Source: an optimization exercise on an open RTL-to-GDS flow (aim: small area). Production flows keep margins and buffers that such runs may drop.
In this exercise RTL edits were held to simulation tests only and were not proved equivalent to the original.
Power and IR drop assume default switching activity.

==> inputs of trial 96 <==
Design Full_Connect, start of the top module:
module Full_Connect #
(
parameter BITWIDTH = 8,
parameter BITWIDTH_CAL = 24,
parameter NUM_PARA = 8
)
(
input clk,
input rstn,
input ena,
input ena_add,
input [1:0] select,
input [ NUM_PARA*BITWIDTH - 1 : 0 ] in_data,  
input [ NUM_PARA*BITWIDTH - 1 : 0 ] weight,  
input [ NUM_PARA*BITWIDTH - 1 : 0 ] bias,  
output [ NUM_PARA*BITWIDTH - 1 : 0 ] result  
);
Settings: LEC_CHECK=0, ABC_AREA=1, CAP_MARGIN=20, CORE_MARGIN=2, CORE_UTILIZATION=78, PLACE_DENSITY=0.88, SETUP_SLACK_MARGIN=0.05, SLEW_MARGIN=20; clock period 6.0 ns.
standard.sh (not shown) runs the stock make flow with config.mk's settings and CLKGATE_MAP_FILE= SYNTH_SCRIPT=/design/flow/synth_recipe.tcl, a recipe that flattens the netlist after the stock synthesis.
==> flow/flow/run.sh <==
#!/bin/bash
# Own flow: the standard synthesis, then a netlist pass that removes
# inverters by choosing the polarity of full adders and of gates that have an
# inverted twin cell (flow/bubble.py), then the standard layout with
# smaller port buffers and a clock tree without dummy loads.
set -euo pipefail
R=orfs/results/sky130hd/Full_Connect/base
LIB=$FLOW_HOME/platforms/sky130hd/lib/sky130_fd_sc_hd__tt_025C_1v80.lib
bash standard.sh synth > synth.log 2>&1
cp $R/1_2_yosys.v $R/1_2_yosys_std.v
python3 flow/bubble.py $R/1_2_yosys_std.v $R/1_2_yosys.v $LIB > bubble.log 2>&1
touch $R/1_2_yosys.v
bash standard.sh finish \
  "BUFFER_PORTS_ARGS=-buffer_cell sky130_fd_sc_hd__buf_1" \
  "CTS_ARGS=-sink_clustering_enable -repair_clock_nets -sink_clustering_size 20 -sink_clustering_max_diameter 60 -buf_list sky130_fd_sc_hd__clkbuf_16 -dont_use_dummy_load" \
  > finish.log 2>&1
Other scripts of this flow, unchanged in this note and not shown: flow/flow/bubble.py
==> trial 56 (differences from trial 96) <==
--- a/flow/flow/run.sh
+++ b/flow/flow/run.sh
@@ -13,4 +13,4 @@
 bash standard.sh finish \
   "BUFFER_PORTS_ARGS=-buffer_cell sky130_fd_sc_hd__buf_1" \
-  "CTS_ARGS=-sink_clustering_enable -repair_clock_nets -sink_clustering_size 20 -sink_clustering_max_diameter 60 -buf_list sky130_fd_sc_hd__clkbuf_16 -dont_use_dummy_load" \
+  "CTS_ARGS=-sink_clustering_enable -repair_clock_nets -sink_clustering_size 30 -sink_clustering_max_diameter 80 -buf_list sky130_fd_sc_hd__clkbuf_16 -dont_use_dummy_load" \
   > finish.log 2>&1
Settings changed: CORE_UTILIZATION 78 to 70, PLACE_DENSITY 0.88 to 0.8.
==> summary of the runs <==
- Trial 56 finished with timing, DRC and antenna clean. Trial 96 finished with timing, DRC and antenna clean.
- In synthesized area, trial 96 and trial 56 do not differ.
- Of trial 96 and trial 56, trial 96 has the higher clock skew (gap 21 ps).
- In trial 96 the final cell count is lower than in trial 56, by about 1.8%.
- Against trial 56, the fmax of trial 96 is smaller by 1.3%.
- Between trial 56 and trial 96, the lower worst setup slack is in trial 96 (gap 74 ps).
- In trial 96 the die area is lower than in trial 56, by 10%.
- Against trial 56, the critical path depth of trial 96 is lower by 4.
- Of trial 56 and trial 96, trial 96 has the higher via count (gap about 4.3%, measured against trial 96).
- Between trial 56 and trial 96, the lower final area is in trial 56 (gap about 0.56%, measured against trial 96).

* * *

==> inputs of v6 <==
Full_Connect, a different RTL version from the one above (not shown whole).
Settings: LEC_CHECK=0, ABC_AREA=1, CAP_MARGIN=20, CORE_MARGIN=2, CORE_UTILIZATION=78, PLACE_DENSITY=0.88, SETUP_SLACK_MARGIN=0.05, SLEW_MARGIN=20; clock period 6.0 ns.
==> flow/flow/run.sh <==
#!/bin/bash
# Own flow: the standard synthesis, then a netlist pass that removes
# inverters by choosing the polarity of full adders and of gates that have an
# inverted twin cell (flow/bubble.py), then the standard layout with
# smaller port buffers and a clock tree without dummy loads.
set -euo pipefail
R=orfs/results/sky130hd/Full_Connect/base
LIB=$FLOW_HOME/platforms/sky130hd/lib/sky130_fd_sc_hd__tt_025C_1v80.lib
bash standard.sh synth > synth.log 2>&1
cp $R/1_2_yosys.v $R/1_2_yosys_std.v
python3 flow/bubble.py $R/1_2_yosys_std.v $R/1_2_yosys.v $LIB > bubble.log 2>&1
touch $R/1_2_yosys.v
bash standard.sh finish \
  "BUFFER_PORTS_ARGS=-buffer_cell sky130_fd_sc_hd__buf_1" \
  "CTS_ARGS=-sink_clustering_enable -repair_clock_nets -sink_clustering_size 25 -sink_clustering_max_diameter 80 -buf_list sky130_fd_sc_hd__clkbuf_16 -dont_use_dummy_load" \
  > finish.log 2>&1
Other scripts of this flow, unchanged in this note and not shown: flow/flow/bubble.py
==> inputs of v17, as changes to v6 <==
==> flow/flow/run.sh (replaced) <==
#!/bin/bash
# Own flow: the standard synthesis, then a netlist pass that removes
# inverters by choosing the polarity of full adders and of gates that have an
# inverted twin cell (flow/bubble.py), then the standard layout.
set -euo pipefail
R=orfs/results/sky130hd/Full_Connect/base
LIB=$FLOW_HOME/platforms/sky130hd/lib/sky130_fd_sc_hd__tt_025C_1v80.lib
bash standard.sh synth > synth.log 2>&1
cp $R/1_2_yosys.v $R/1_2_yosys_std.v
python3 flow/bubble.py $R/1_2_yosys_std.v $R/1_2_yosys.v $LIB > bubble.log 2>&1
touch $R/1_2_yosys.v
bash standard.sh finish > finish.log 2>&1
- ABC_AREA: 1 -> not set
- CORE_UTILIZATION: 78 -> 60
- CTS_BUF_LIST: not set -> sky130_fd_sc_hd__clkbuf_4 sky130_fd_sc_hd__clkbuf_8
- CTS_CLUSTER_DIAMETER: not set -> 60
- CTS_CLUSTER_SIZE: not set -> 30
- PLACE_DENSITY: 0.88 -> 0.7
==> qor summary <==
item                                                                                    v6                        v17
Multi-input gate area                                                          46300 sq um                48600 sq um
Buffers outside the clock class                                                        328                        405
Post-Route Skew                                                                  0.0665 ns                  0.0394 ns
Share of power burned in registers                                                   0.252                      0.239
Number of standard cells in the final layout excluding fillers                        9382                       8556
Hold_ws                                                                           0.465 ns                   0.369 ns
Internal                                                                           21.4 mW                    26.1 mW
Instance count on the critical path                                                     20                         18
Die ar.                                                                        95400 sq um               124000 sq um
Result of the run                                                  complete, no violations    complete, no violations
Placed Instances                                                                      9322                       8376
Root buffer cell                                                sky130_fd_sc_hd__clkbuf_16  sky130_fd_sc_hd__clkbuf_8
Synth Cell Area                                                                72500 sq um                72900 sq um
Total track usage                                                                    0.401                      0.273
Fraction of standard cell area that is sequential                                    0.286                      0.272
Setup slack of the worst register-to-register path                                 0.40 ns                    0.45 ns
Comb_multi_in                                                                         5897                       5044
Syn_nets                                                                              9604                       8258

* * *

==> run C: inputs <==
Full_Connect with an RTL version that a note above also has.
Design Full_Connect, start of the top module:
module Full_Connect #
(
parameter BITWIDTH = 8,
parameter BITWIDTH_CAL = 24,
parameter NUM_PARA = 8
)
(
input clk,
input rstn,
input ena,
input ena_add,
input [1:0] select,
input [ NUM_PARA*BITWIDTH - 1 : 0 ] in_data,  
input [ NUM_PARA*BITWIDTH - 1 : 0 ] weight,  
input [ NUM_PARA*BITWIDTH - 1 : 0 ] bias,  
output [ NUM_PARA*BITWIDTH - 1 : 0 ] result  
);
Settings: LEC_CHECK=0, ABC_AREA=1, CAP_MARGIN=20, CORE_MARGIN=2, CORE_UTILIZATION=78, PLACE_DENSITY=0.88, SLEW_MARGIN=20; clock period 6.0 ns.
==> flow/flow/run.sh <==
#!/bin/bash
# Own flow: the standard synthesis, then a netlist pass that removes
# inverters by choosing the polarity of full adders and of gates that have an
# inverted twin cell (flow/bubble.py), then the standard layout with
# smaller port buffers and a clock tree without dummy loads.
set -euo pipefail
R=orfs/results/sky130hd/Full_Connect/base
LIB=$FLOW_HOME/platforms/sky130hd/lib/sky130_fd_sc_hd__tt_025C_1v80.lib
bash standard.sh synth > synth.log 2>&1
cp $R/1_2_yosys.v $R/1_2_yosys_std.v
python3 flow/bubble.py $R/1_2_yosys_std.v $R/1_2_yosys.v $LIB > bubble.log 2>&1
touch $R/1_2_yosys.v
bash standard.sh finish \
  "BUFFER_PORTS_ARGS=-buffer_cell sky130_fd_sc_hd__buf_1" \
  "CTS_ARGS=-sink_clustering_enable -repair_clock_nets -sink_clustering_size 30 -sink_clustering_max_diameter 80 -buf_list sky130_fd_sc_hd__clkbuf_16 -dont_use_dummy_load" \
  > finish.log 2>&1
Other scripts of this flow, unchanged in this note and not shown: flow/flow/bubble.py
==> run Z (differences from run C) <==
--- a/flow/flow/run.sh
+++ b/flow/flow/run.sh
@@ -14,3 +14,4 @@
   "BUFFER_PORTS_ARGS=-buffer_cell sky130_fd_sc_hd__buf_1" \
-  "CTS_ARGS=-sink_clustering_enable -repair_clock_nets -sink_clustering_size 30 -sink_clustering_max_diameter 80 -buf_list sky130_fd_sc_hd__clkbuf_16 -dont_use_dummy_load" \
+  "CTS_ARGS=-sink_clustering_enable -repair_clock_nets -sink_clustering_size 20 -sink_clustering_max_diameter 60 -buf_list sky130_fd_sc_hd__clkbuf_16 -dont_use_dummy_load" \
+  RECOVER_POWER=100 \
   > finish.log 2>&1
Settings changed: CORE_UTILIZATION 78 to 70, PLACE_DENSITY 0.88 to 0.8, SETUP_SLACK_MARGIN set to 0.05.
==> run H (differences from run C) <==
--- a/flow/flow/run.sh
+++ b/flow/flow/run.sh
@@ -14,3 +14,3 @@
   "BUFFER_PORTS_ARGS=-buffer_cell sky130_fd_sc_hd__buf_1" \
-  "CTS_ARGS=-sink_clustering_enable -repair_clock_nets -sink_clustering_size 30 -sink_clustering_max_diameter 80 -buf_list sky130_fd_sc_hd__clkbuf_16 -dont_use_dummy_load" \
+  "CTS_ARGS=-sink_clustering_enable -repair_clock_nets -sink_clustering_size 20 -sink_clustering_max_diameter 60 -buf_list sky130_fd_sc_hd__clkbuf_16 -dont_use_dummy_load" \
   > finish.log 2>&1
Settings changed: CORE_UTILIZATION 78 to 70, PLACE_DENSITY 0.88 to 0.8, SETUP_SLACK_MARGIN set to 0.05.
==> run P (differences from run C) <==
--- a/flow/flow/run.sh
+++ b/flow/flow/run.sh
@@ -14,3 +14,3 @@
   "BUFFER_PORTS_ARGS=-buffer_cell sky130_fd_sc_hd__buf_1" \
-  "CTS_ARGS=-sink_clustering_enable -repair_clock_nets -sink_clustering_size 30 -sink_clustering_max_diameter 80 -buf_list sky130_fd_sc_hd__clkbuf_16 -dont_use_dummy_load" \
+  "CTS_ARGS=-sink_clustering_enable -repair_clock_nets -sink_clustering_size 25 -sink_clustering_max_diameter 80 -buf_list sky130_fd_sc_hd__clkbuf_16 -dont_use_dummy_load" \
   > finish.log 2>&1
Settings changed: CORE_UTILIZATION 78 to 85, PLACE_DENSITY 0.88 to 0.93.
==> qor summary <==
item                                                   run H                          run Z                     run P              run C
Outcome                             timing/DRC/antenna clean       finished with violations  finished with violations  timing/DRC/antenna clean
Reasons for failing layout checks                          -  capacitance limit, slew limit              setup timing                  -
Total number of vias                                  52.69k                         52.73k                    58.20k             54.05k
Worst Tran Pin Value                                1.187 ns                       3.404 ns                  1.003 ns           1.104 ns
Routability Congestion                                0.9610                         0.9610                    0.9936             0.9699
Startpoint of the most critical hold path    lane[0].u.b[15]                lane[0].u.b[15]            lane[0].u.b[6]     lane[0].u.q[4]
Reg-to-reg critical path endpoint          lane[6].u.acc[22]              lane[6].u.acc[22]         lane[6].u.acc[22]  lane[4].u.acc[23]
Clk. pwr                                             4.77 mW                        4.77 mW                   3.49 mW            3.39 mW
Total clock buffers created by CTS                        88                             88                        49                 48
Sequential share of cell area                         0.2815                         0.2823                    0.2867             0.2870
Initial antenna violation count                           13                             13                        19                 14
Power consumption                                   42.36 mW                       42.30 mW                  43.24 mW           41.54 mW
Routed metal-1 wire length                          75.27 mm                       74.97 mm                  70.59 mm           74.58 mm
CLK BUF                                                   88                             88                        49                 48
Floorplan Core Area                               102000 µm²                     102000 µm²                 83820 µm²          91660 µm²
Power drawn by the sequential cells                  10.5 mW                        10.5 mW                   10.8 mW            10.6 mW
Max cap viols                                              0                             12                         0                  0
Worst r2r path cells                                      23                             23                        23                 21

-- separate check: timing with driven ports --
Ports are ideal in the flow. The routed layouts listed here were re-timed in OpenROAD.
Step 1 sets driving cells, clkbuf_16 on the clock port and buf_2 on the other inputs (assumed; they add their load-dependent delay and slew).
Step 2, shift: input delay + t, output delay - t, t = (earliest + latest rising clock arrival at the registers) / 2. This alone moves slack from input paths to output paths.
Three values: ideal ports, drivers, drivers and shift; two values: the first two.
run	t (ns)	setup slack, ns	worst setup path after step 2	latest minus earliest clock arrival (ns)	pins driven straight from the clock port
trial 96	0.735	0.165 / 0.165 / -0.246	input to register	0.083 / 0.084	1
trial 56	0.748	0.239 / 0.239 / -0.044	input to register	0.063 / 0.063	1
v6	0.731	0.401 / 0.401 / 0.038	input to register	0.069 / 0.070	1
v17	0.879	0.453 / 0.453 / -0.290	input to register	0.043 / 0.043	1
run C	0.733	0.303 / 0.303 / -0.064	input to register	0.090 / 0.090	1
run Z	0.727	0.328 / 0.328 / -0.328	input to register	0.065 / 0.064	1
run H	0.730	0.330 / 0.330 / -0.014	input to register	0.064 / 0.064	1
run P	0.722	-0.222 / -0.222 / -0.425	input to register	0.071 / 0.070	1
The setup slack of v17, which loses most, moves by 0.000 ns with the drivers and by -0.743 ns with both steps.
